Background: an optimization exercise with open tools, aiming at small area and a short achievable clock period. Do not read the settings as production practice. RTL that was checked went through simulation tests only; none was proved equivalent to the original. Power is estimated from default activity; no workload was simulated.

==> flow/design.v (excerpt) <==
module TPU_optimized #(
    parameter DEPTH     = 4,
    parameter BIT_WIDTH = 8,
    parameter ACC_WIDTH = 24
)
(
    input clk,
    input control,
    input [(BIT_WIDTH*DEPTH)-1:0] data_arr,
    input [(BIT_WIDTH*DEPTH)-1:0] wt_arr,
    output [(ACC_WIDTH*DEPTH)-1:0] acc_out
);
    reg [11:0] sel0;
    reg [11:0] sel1;
    reg [11:0] sel2;
    reg [7:0] wr0;
    reg [9:0] w3r0;
    reg [7:0] wr1;
    reg [9:0] w3r1;
    reg [7:0] wr2;
    reg [9:0] w3r2;
    reg [7:0] wr3;
    reg [9:0] w3r3;
    reg [15:0] p3_0_0;
    reg [15:0] p3_0_1;
    reg [15:0] p3_0_2;
    reg [15:0] p3_1_0;
    reg [15:0] p3_1_1;
    reg [15:0] p3_1_2;
    reg [15:0] p3_2_0;
    reg [15:0] p3_2_1;
    reg [15:0] p3_2_2;
    reg [15:0] p3_3_0;
    reg [15:0] p3_3_1;
    reg [15:0] p3_3_2;
    reg [15:0] s1_0_0;
    reg [15:0] s1_0_1;
    reg [16:0] s2_0_0;
    reg [16:0] s2_0_1;
    reg [17:0] s3_0_0;
    reg [17:0] s3_0_1;
    reg [17:0] o0;
    reg [15:0] s1_1_0;
  ...
Settings: LEC_CHECK=0, CAP_MARGIN=20, CORE_MARGIN=2, CORE_UTILIZATION=40, CTS_BUF_LIST=sky130_fd_sc_hd__clkbuf_4 sky130_fd_sc_hd__clkbuf_8, SETUP_SLACK_MARGIN=3.9, SLEW_MARGIN=20; clock period 7.5 ns.
run.sh (not shown) runs the stock make flow with config.mk's settings and CLKGATE_MAP_FILE= SYNTH_SCRIPT=/design/flow/synth_recipe.tcl, a recipe that flattens the netlist after the stock synthesis.
The first run finished with timing, DRC and antenna clean.
Next try:
--- a/flow/config.mk
+++ b/flow/config.mk
@@ -10,4 +10,2 @@
 export CORE_UTILIZATION = 40
-export CTS_BUF_LIST = sky130_fd_sc_hd__clkbuf_4 sky130_fd_sc_hd__clkbuf_8
-export SETUP_SLACK_MARGIN = 3.9
 export SLEW_MARGIN = 20
The changed run went through all stages and came out clean. Setup slack is worse by 0.20 ns. Via count shrinks by 1.3%. Clock-buffer cell count shrinks by 73. Power barely changes. Routed wire length shrinks by 0.98%. Non-clock buffer count shrinks by 3. Critical path depth is unchanged. Area after synthesis does not change. Sequential power stays flat. Final area stays flat. Maximum frequency shrinks by 5.4%.
No functional check of the RTL was part of any run of this note.


## v20
TPU_optimized, a different RTL version from the one above (not shown whole).
Size in the first run: about 390 flip-flops, ~160 I/O pins, roughly 39,000 sq um of cells after synthesis.
clock: 7.5 ns
lec_check: 0
cap_margin: 20
core_margin: 2
core_utilization: 40
slew_margin: 20
v20 | stages: all done | timing, DRC, antenna: all pass
For v21, these inputs were changed with respect to v20:
Settings: ABC_CLOCK_PERIOD_IN_PS newly set to 2500.
==> comparison <==
Re maximum VDD drop: no difference whatsoever between v21 and v20. Via count: v21 vs v20 identical. Between v20 and v21, the clock network fraction of design power does not differ in any meaningful way. As far as number of vias per cell after detailed routing goes, v21 and v20 are indistinguishable; the numbers are identical. The mapped cell area on v20 is in line with that on v21. Diff v21..v20 | utilization | unchanged. Re shortest period the worst path allows: no difference whatsoever between v21 and v20.
Function was not checked in any run of this note: the RTL went through the layout flow alone.


TPU_optimized, a different RTL version from the one above (not shown whole).
Size in the first run: about 3900 cells after synthesis, roughly 640 flip-flops, roughly 41000 um2 of cells after synthesis.
export LEC_CHECK = 0
export CAP_MARGIN = 20
export CORE_MARGIN = 2
export CORE_UTILIZATION = 40
export SETUP_SLACK_MARGIN = 4.1
export SLEW_MARGIN = 20
create_clock -name core_clock -period 7.5 [get_ports {clk}]
standard.sh (not shown) runs the stock make flow with config.mk's settings and CLKGATE_MAP_FILE= SYNTH_SCRIPT=/design/flow/synth_recipe.tcl, a recipe that flattens the netlist after the stock synthesis.
==> flow/flow/run.sh <==
#!/bin/bash
# Layout flow: the standard ORFS flow (standard.sh, unchanged synthesis), with
# the port buffers that placement inserts on every input and output made
# sky130_fd_sc_hd__buf_4 instead of the resizer's default delay-buffer choice.
# Each tool's full output stays in orfs/logs/; make's own output goes to
# flow_make.log in the work folder.
set -euo pipefail
export BUFFER_PORTS_ARGS="-buffer_cell sky130_fd_sc_hd__buf_4"
bash standard.sh > flow_make.log 2>&1
The starting point completed without violations.
==> next run, changes <==
--- a/flow/config.mk
+++ b/flow/config.mk
@@ -10,3 +10,6 @@
 export CORE_UTILIZATION = 40
+export CTS_CLUSTER_DIAMETER = 80
+export CTS_CLUSTER_SIZE = 24
 export SETUP_SLACK_MARGIN = 4.1
 export SLEW_MARGIN = 20
+export TNS_END_PERCENT = 5
Result: Count of clock-buffer cells in the layout shrinks by 47. Sequential power stays flat. Utilization went down by 1.4 points. Routed wire length falls slightly. Clock skew increases by 12 ps. Fmax falls by a few percent. Final cell count is lower slightly. Register-to-register slack degrades by 80 ps. Worst setup slack loses 110 ps.
==> next run, changes <==
--- a/flow/config.mk
+++ b/flow/config.mk
@@ -12,4 +12,3 @@
 export CTS_CLUSTER_SIZE = 24
-export SETUP_SLACK_MARGIN = 4.1
+export SETUP_SLACK_MARGIN = 3.95
 export SLEW_MARGIN = 20
-export TNS_END_PERCENT = 5
Effect: The new run went through all stages and came out clean; count of clock-buffer cells in the layout came out lower by 4; global-route usage fell by 0.18 points; non-clock buffer count fell by 2; setup slack is worse by 5.7 ps; cell area is about the same; clock power falls by about 3%; critical path depth stays the same; die area is unchanged; sequential share of layout area stays flat; power goes down by 0.80%; clock skew hardly moves.
==> next run, changes <==
--- a/flow/config.mk
+++ b/flow/config.mk
@@ -10,5 +10,3 @@
 export CORE_UTILIZATION = 40
-export CTS_CLUSTER_DIAMETER = 80
-export CTS_CLUSTER_SIZE = 24
-export SETUP_SLACK_MARGIN = 3.95
+export SETUP_SLACK_MARGIN = 4.4
 export SLEW_MARGIN = 20
Outcome: The changed run completed with no timing, DRC or antenna violations. Cell count grows by a few percent. Worst setup slack gains 200 ps. Global-route usage rises by 1.4 points.

## afterwards: timing with drivers on the ports
Ports are ideal in the flow. The routed layouts listed here were re-timed in OpenROAD. Step 1 assumes that a clkbuf_16 drives the clock port and a buf_2 every other input. Step 2 adds t to the input delays and takes it off the output delays; t is the mean of the earliest and latest rising clock arrival at the registers after step 1. Input paths then give back, and output paths get back, about the clock's delay inside the block. Three values: no drivers, after step 1, after step 2; two values: the first two.
| run | t, ns | slack for setup (ns) | worst register clock-pin slew, ns |
|---|---|---|---|
| the first run of note 1 | 0.834 | 3.963 / 3.963 / 3.238 | 0.07 / 0.07 |
| the second run of note 1 | 0.708 | 3.759 / 3.759 / 3.219 | 0.06 / 0.06 |
| v20 | 0.680 | 2.495 / 2.495 / 2.495 | 0.07 / 0.07 |
| v21 | 0.680 | 2.495 / 2.495 / 2.495 | 0.07 / 0.07 |
| the first run of note 3 | 0.694 | 4.164 / 4.164 / 3.472 | 0.06 / 0.06 |
| the second run of note 3 | 0.702 | 4.057 / 4.076 / 3.374 | 0.10 / 0.10 |
| the third run of note 3 | 0.679 | 4.051 / 4.058 / 3.401 | 0.10 / 0.10 |
| the fourth run of note 3 | 0.688 | 4.256 / 4.030 / 3.342 | 0.07 / 0.07 |
After both steps setup and hold are still met in every run listed. For the fourth run of note 3, which loses most, drivers alone change the setup slack by -0.226 ns; drivers and shift together by -0.914 ns.
